Context: an optimization exercise on an open-source flow, tuned for small area and a short achievable clock period. The choices shown serve that exercise and are no tape-out recipe. The RTL was checked by simulation tests, not by an equivalence proof against the original design. Power figures rest on the tool's default switching activity, not on a simulated workload.

==> design/flow/design.v <==
module ALU (inA_n, inB_n, FS, Cin, F, stat, Cout);
	input [63:0] inA_n, inB_n;	 
	input [4:0] FS;
	input Cin;
	output [63:0] F;
	output [3:0] stat;
	output Cout;
	wire [63:0] A, B, sum;
	wire nzA, nzB, cy, zAdd, zf;
	alu_neg negA (.xn(inA_n), .neg(FS[1]), .y(A), .nz(nzA));
	alu_neg negB (.xn(inB_n), .neg(FS[0]), .y(B), .nz(nzB));
	alu_add add (.an(inA_n), .bn(inB_n), .s1(FS[1]), .s0(FS[0]), .cin(Cin), .sum(sum), .cout(cy), .zero(zAdd));
	alu_res res (.A(A), .B(B), .sum(sum), .op(FS[4:2]), .F(F));
	alu_zero zr (.A(A), .B(B), .nzA(nzA), .nzB(nzB), .zAdd(zAdd), .op(FS[4:2]), .z(zf));
	assign Cout = cy & (nzA | ~FS[1]) & (nzB | ~FS[0]);
	assign stat = {Cout, Cout, 1'b0, zf};
endmodule
module alu_neg (input [63:0] xn, input neg, output [63:0] y, output nz);
	wire [63:0] x = ~xn;
	reg [63:0] o;
	integer L, i, blk;
	always @(*) begin
		o = x;
		for (L = 0; L < 6; L = L + 1)
			for (i = 0; i < 64; i = i + 1)
				if (i[L]) begin
					blk = ((i >> L) << L) - 1;
					o[i] = o[i] | o[blk];
				end
	end
	assign y = x ^ ({64{neg}} & {o[62:0], 1'b0});
	assign nz = o[63];
endmodule
module alu_add (input [63:0] an, input [63:0] bn, input s1, input s0, input cin,
		output [63:0] sum, output cout, output zero);
	wire [63:0] a = ~an;
	wire [63:0] b = ~bn;
	wire [63:0] X = a ^ {64{s1}};
	wire [63:0] Y = b ^ {64{s0}};
	wire [63:0] Z = {62'b0, s1 & s0, s1 ^ s0};
	wire [63:0] S = X ^ Y ^ Z;
	wire [64:0] C = {(X & Y) | (X & Z) | (Y & Z), 1'b0};
	wire [63:0] g = S & C[63:0];
	wire [63:0] p = S ^ C[63:0];
	wire [63:0] t = S | C[63:0];
	reg [63:0] gg, pp;
	integer L, i, blk;
	always @(*) begin
		gg = g;
		pp = p;
		for (L = 0; L < 6; L = L + 1)
			for (i = 0; i < 64; i = i + 1)
				if (i[L]) begin
					blk = ((i >> L) << L) - 1;
					gg[i] = gg[i] | (pp[i] & gg[blk]);
					pp[i] = pp[i] & pp[blk];
				end
	end
	wire [63:0] carry = {gg[62:0] | (pp[62:0] & {63{cin}}), cin};
	assign sum = p ^ carry;
	assign cout = C[64] | gg[63];
	assign zero = &(p ~^ {t[62:0], cin});
endmodule
module alu_res (input [63:0] A, input [63:0] B, input [63:0] sum, input [2:0] op,
		output [63:0] F);
	wire [63:0] Fna;
	wire k11 = op == 3'b000 || op == 3'b001;	 
	wire k10 = op == 3'b001 || op == 3'b011;	 
	wire kr = op == 3'b100;
	wire kl = op == 3'b101;
	wire kf = op == 3'b111;
	wire ka = op == 3'b010;
	assign Fna = (A & B & {64{k11}}) | ((A ^ B) & {64{k10}}) | ({1'b0, A[63:1]} & {64{kr}})
		| ({A[62:0], 1'b0} & {64{kl}}) | {48'b0, {16{kf}}};
	assign F = Fna | ({64{ka}} & sum);
endmodule
module alu_zero (input [63:0] A, input [63:0] B, input nzA, input nzB, input zAdd,
		input [2:0] op, output reg z);
	always @(*) begin
		case (op)
			3'b000: z = ~|(A & B);
			3'b001: z = ~nzA & ~nzB;	 
			3'b010: z = zAdd;
			3'b011: z = ~|(A ^ B);
			3'b100: z = ~|A[63:1];
			3'b101: z = ~|A[62:0];
			3'b110: z = 1'b1;
			default: z = 1'b0;
		endcase
	end
endmodule
module reg32x64Bit
	(input clk,
	input write,
	input reset,
	input [4:0] wrAddr,
	input [63:0] wrData,
	input [4:0] rdAddrA,
	input [4:0] rdAddrB,
	input rdEnA,
	output [63:0] rdDataA_n,	 
	output [63:0] rdDataB_n
	);
	wire [2047:0] q;
	wire [31:0] valid, selA, selB;
	rf_store store (.clk(clk), .write(write), .reset(reset), .wrAddr(wrAddr), .wrData(wrData), .q(q), .valid(valid));
	rf_dec decA (.addr(rdAddrA), .en(rdEnA), .valid(valid), .sel(selA));
	rf_dec decB (.addr(rdAddrB), .en(1'b1), .valid(valid), .sel(selB));
	rf_rdport portA (.sel(selA), .q(q), .rdData_n(rdDataA_n));
	rf_rdport portB (.sel(selB), .q(q), .rdData_n(rdDataB_n));
endmodule
module rf_store
	(input clk,
	input write,
	input reset,
	input [4:0] wrAddr,
	input [63:0] wrData,
	output [2047:0] q,
	output reg [31:0] valid
	);
	always @(posedge clk or posedge reset) begin
		if (reset)
			valid <= 32'b0;
		else if (write)
			valid[wrAddr] <= 1'b1;
	end
	genvar r;
	generate
		for (r = 0; r < 32; r = r + 1) begin : regs
			reg [63:0] data;
			always @(posedge clk)
				if (write && wrAddr == r)
					data <= wrData;
			assign q[64*r +: 64] = data;
		end
	endgenerate
endmodule
module rf_dec
	(input [4:0] addr,
	input en,
	input [31:0] valid,
	output reg [31:0] sel
	);
	integer i;
	always @(*)
		for (i = 0; i < 32; i = i + 1)
			sel[i] = en && valid[i] && addr == i;
endmodule
module rf_rdport
	(input [31:0] sel,
	input [2047:0] q,
	output [63:0] rdData_n
	);
	reg [63:0] rdData;
	integer j;
	always @(*) begin
		rdData = 64'b0;
		for (j = 0; j < 32; j = j + 1)
			rdData = rdData | ({64{sel[j]}} & q[64*j +: 64]);
	end
	assign rdData_n = ~rdData;
endmodule
module datapath(input clk, reset, Cin, RegWrite, MUXSelect, InSelect,
					input[63:0] data,
					input[4:0] FS, wrAddr, rdAddrA, rdAddrB,
					output [63:0] ALUout,
					output [3:0] stat,
					output Cout);
    wire [63:0] rdDataA_n, rdDataB_n;
    wire [63:0] ALUin_n = rdDataA_n & ~{59'b0, wrAddr & {5{MUXSelect}}};
    wire [63:0] RegIn = InSelect ? ALUout : data;
    reg32x64Bit T1 (.clk(clk), .write(RegWrite), .reset(reset), .wrAddr(wrAddr), .rdAddrA(rdAddrA), .rdAddrB(rdAddrB), .rdEnA(~MUXSelect), .wrData(RegIn), .rdDataA_n(rdDataA_n), .rdDataB_n(rdDataB_n));
    ALU T2 (.inA_n(ALUin_n), .inB_n(rdDataB_n), .FS(FS), .Cin(Cin), .F(ALUout), .stat(stat), .Cout(Cout));
endmodule
==> design/flow/run.sh <==
#!/bin/bash
# synth_recipe.tcl (not shown) runs the flow's synth.tcl, then flattens the netlist and writes it again
# the make line also repeats each setting of config.mk as NAME=value (left out here)
make -C /OpenROAD-flow-scripts/flow DESIGN_CONFIG=/design/flow/config.mk WORK_HOME=/design/flow/orfs CLKGATE_MAP_FILE= SYNTH_SCRIPT=/design/flow/synth_recipe.tcl finish
==> design/flow/config.mk <==
export PLATFORM = sky130hd
export DESIGN_NAME = datapath
export DESIGN_NICKNAME = datapath
export VERILOG_FILES = /design/flow/design.v
export SDC_FILE = /design/flow/constraint.sdc
export NUM_CORES = 4
export LEC_CHECK = 0
export CAP_MARGIN = 20
export CORE_MARGIN = 2
export CORE_UTILIZATION = 40
export CTS_CLUSTER_DIAMETER = 70
export CTS_CLUSTER_SIZE = 24
export PLACE_DENSITY = 0.55
export SETUP_SLACK_MARGIN = 5
export SLEW_MARGIN = 20
export SYNTH_HIERARCHICAL = 1
==> design/flow/constraint.sdc <==
create_clock -name core_clock -period 17.5 [get_ports {clk}]
set_input_delay 3.5000 -clock core_clock [delete_from_list [all_inputs] [get_ports {clk}]]
set_output_delay 3.5000 -clock core_clock [all_outputs]
set_load 0.01 [all_outputs]
==> summary.txt <==
==> cell usage after synthesis, drive strengths merged, types with 89 or more instances <==
cell	instances
a22oi	2080
buf	456
clkbuf	111
edfxtp	2048
ha	325
inv	195
nand2	145
nand3	110
nand4	578
nor2	89
nor4	198
xnor2	201
xor2	149
==> layout by cell type, fill, tap and decap left out, drive strengths merged, types with 145 or more instances in the layout <==
| cell | count |
|---|---|
| inv | 233 |
| a22oi | 2080 |
| clkbuf | 169 |
| buf | 959 |
| xnor2 | 201 |
| ha | 325 |
| edfxtp | 2048 |
| xor2 | 149 |
| nand2 | 145 |
| nor4 | 198 |
| nand4 | 579 |
==> what timing repair did <==
action	4_1_cts	5_1_grt
pin swaps	298	234
resized for setup	733	334
hold buffers	0	0
gates cloned	54	2
setup buffers	535	165
setup endpoints to repair	68	61
==> per-module statistics from Yosys (local to each module, per instance) <==
module / cells inside / flip-flops and latches / times used / area [sq um]
ALU: 8 / 0 / 1 / 52.6
alu_add: 948 / 0 / 1 / 7360
alu_neg: 229 / 0 / 2 / 1570
alu_res: 445 / 0 / 1 / 3310
alu_zero: 139 / 0 / 1 / 1280
datapath: 77 / 0 / 1 / 1120
reg32x64Bit: 1 / 0 / 1 / 3.75
rf_dec: 44 / 0 / 2 / 314
rf_rdport: 1568 / 0 / 2 / 11600
rf_store: 2196 / 2080 / 1 / 63100
==> layer usage <==
| metal | share of wire [%] | vias up | routed length, um |
|---|---|---|---|
| li1 | - | 32800 | - |
| met1 | 34 | 43400 | 178000 |
| met2 | 40 | 8295 | 210000 |
| met3 | 15 | 2375 | 76800 |
| met4 | 10 | 22 | 53700 |
| met5 | 0.078 | - | 404 |
==> area by class of cell <==
class	count	share of cell area [%]
Antenna cell	61	0.123
Clock buffer	146	2.78
Clock inverter	80	0.873
Inverter	195	0.593
Multi-Input combinational cell	4707	32.8
Sequential cell	2080	50.3
Tap cell	3384	3.42
Timing Repair Buffer	1103	9.15
==> critical path, cell delays in order <==
cell	delay, ns
clkbuf_4	0.17
and4b_4	0.26
and3_4	0.19
buf_4	0.17
buf_4	0.18
buf_4	0.22
a22oi_1	0.24
nand4_1	0.20
nor4_4	0.67
xnor2_1	0.17
ha_1	0.36
ha_1	0.36
xor2_1	0.84
nand4_1	0.29
nor4_1	0.33
nand4_1	0.14
nor3_1	0.24
nor2_1	0.08
nor2_1	0.13
a21oi_1	0.09
nand4_1	0.44
buf_2	0.24
==> stage by stage <==
step           area, sq um  hold WS, ns  total power, uW
4_1_cts             121000        0.514            12700
3_3_place_gp        108000        0.506             8690
2_1_floorplan       103000        0.433             7530
5_1_grt             124000        0.528            13400
6_report            124000        0.525            13100
3_5_place_dp        108000        0.495             8700
==> logic make-up (layout without fill, tap and decap cells) <==
kind of cell,Yosys count,in the layout
mux,82,82
other cells,2,70
compound gates,2528,2528
buf+inv,762,1524
xor+xnor,350,350
fa+ha+maj,327,327
simple gates,1365,1411
flops,2080,2080
==> worst max path at each step <==
stage | startpoint | to | cells past startpoint
CTS | MUXSelect | stat[0] | 28
floorplan | MUXSelect | ALUout[58] | 22
global placement | MUXSelect | ALUout[58] | 24
detailed placement | MUXSelect | ALUout[58] | 24
finish | rdAddrB[4] | stat[0] | 22
global route | rdAddrB[3] | stat[0] | 23
==> state kept, by name (all words and copies together) (netlist names) <==
name                cells
T1.store.regs.data   2048
T1.store.valid         32
==> power breakdown <==
part           leakage, uW  switching (uW)  internal [uW]  total [uW]
registers           0.0189             158           5760        5920
clock network      0.00219            1890           1660        3540
logic               0.0198            2300           1360        3660
==> summary.txt <==
DP Worst Slack 1.71 ns; core area 0.257 sq mm; R2R cell count 24; mux cell area share after synthesis 1.09%; placed insts 10700; number of global-route vias before repair 79900; DR WL/cell 44.1 um; Die Area 0.262 sq mm; critical path class in2out; Yosys top cell by area edfxtp_1; Max Cap Viol 0; clock slew at reported path FFs 0.08 ns; post-synth cell types 125; I/O Buffers 157; pin count of the biggest net entering global routing 86; Arrival @ worst endpoint 9.55 ns; sequential cell area 0.0623 sq mm; asr flop ratio synth 1.54%; Vias/cell 7.40; VDD IR max 0.000113 V; clk_skew 0.0830 ns; min-delay worst type reg2reg; warnings from Yosys 12; Multi-input gate area 0.0406 sq mm; final hold viol count 0; P_leak 0.0409 uW; count of cells along the worst hold path 1; final setup violation count 0; Post-Synth Simple-Gate Area 8.75%; RSZ-0062 raised after global routing true; RD Place Congestion 1.02; Primary FF master, synth edfxtp_1; Mean Syn Cell Area 13.8 sq um; GRT Overall Usage 38.1%; pins over their slew limit 0; status complete, no violations; DR pass1 iterations 10; Syn Inst Count 7496; Compound-Gate Fraction of Synth Area 18.4%; Slew Limit Headroom 12.4%; XOR/XNOR Fraction of Synth Area 2.98%; Num CTS Buffers 133; period utilization 74.5%; Mapped Area 0.103 sq mm; layout cell share with drive strength beyond 1 23.5%; # rows 186; Layout Cells excl Fill 11800; gr ovfl total 0; Synth top area share 59.6%; Detail Placement HPWL 288000 um; reg2reg end T1.store.regs[9].data[63]; worst-path fanout max 12; Worst-Skew Late Latency 0.88 ns; CTS sink count 2080; DR vias 86900; I/O Pins 159; initial antenna violation count 53; FF+latch count, synth 2080; die height 512 um; fin nets 8637; worst-margin pin slew 1.31 ns; Hold Startpoint T1.store.valid[9]; Post-Synth Adder-Cell Area 3.98%; H-tree levels 4; largest family of logic cells by synthesized area compound AO/OA/AOI/OAI gates; Synth area leaders edfxtp_1 (60%), a22oi_1 (15%), ha_1 (3.9%); Residual DRC 0; Req. time, crit path 14.00 ns; Root Driver clkbuf_16; CTS tree done; Starting Density 40.2%; first-pass GRT wire length 686000 um; routing usage on met2 53.3%; setup TNS 0 ns; CTS Buffer Depth 3; Post-synth EDFFs 2048; sequential area share after synthesis 60.3%; Worst Setup Start Kind input port; Chip Width 512 um; remaining antenna violation count after routing 0; total power per unit cell area 106 mW/mm^2; routed wire length 519000 um; Worst Hold End T1.store.valid[9]; 1st-iter DRT viols 15600; reg2reg setup slack 10.37 ns; FMAX 76.7 MHz; layer with the highest usage met2; Fillers 22100; Area growth syn-to-layout 20.0%; fin util 48.3%; met1 GRT Util 46.2%; worst reg2reg path startpoint T1.store.valid[5]; GRT met3 Usage 15.0%; CP Capture Type primary output; Final Critical Period 13.05 ns; Worst Setup Slack, final 4.45 ns

[afterwards: timing with drivers on the ports]
No port has a modelled driver above. Below, the same layout with a new extraction and two added sets of constraints. Step 1 sets driving cells, clkbuf_16 on the clock port and buf_2 on the other inputs (assumed; they add their load-dependent delay and slew). Step 2, shift: input delay + t, output delay - t, t = (earliest + latest rising clock arrival at the registers) / 2. This alone moves slack from input paths to output paths. a / b / c = no drivers / after step 1 / after step 2; a / b = the first two.
t (ns): 0.941
setup slack, ns: 4.454 / 4.402 / 4.402
worst hold slack (ns): 0.525 / 0.525 / 0.525
worst setup path at the end: input to output
slew at the worst register clock pin (ns): 0.10 / 0.10
After both steps setup and hold are still met in this run. The setup slack of this run moves by -0.052 ns with the drivers and by -0.052 ns with both steps.
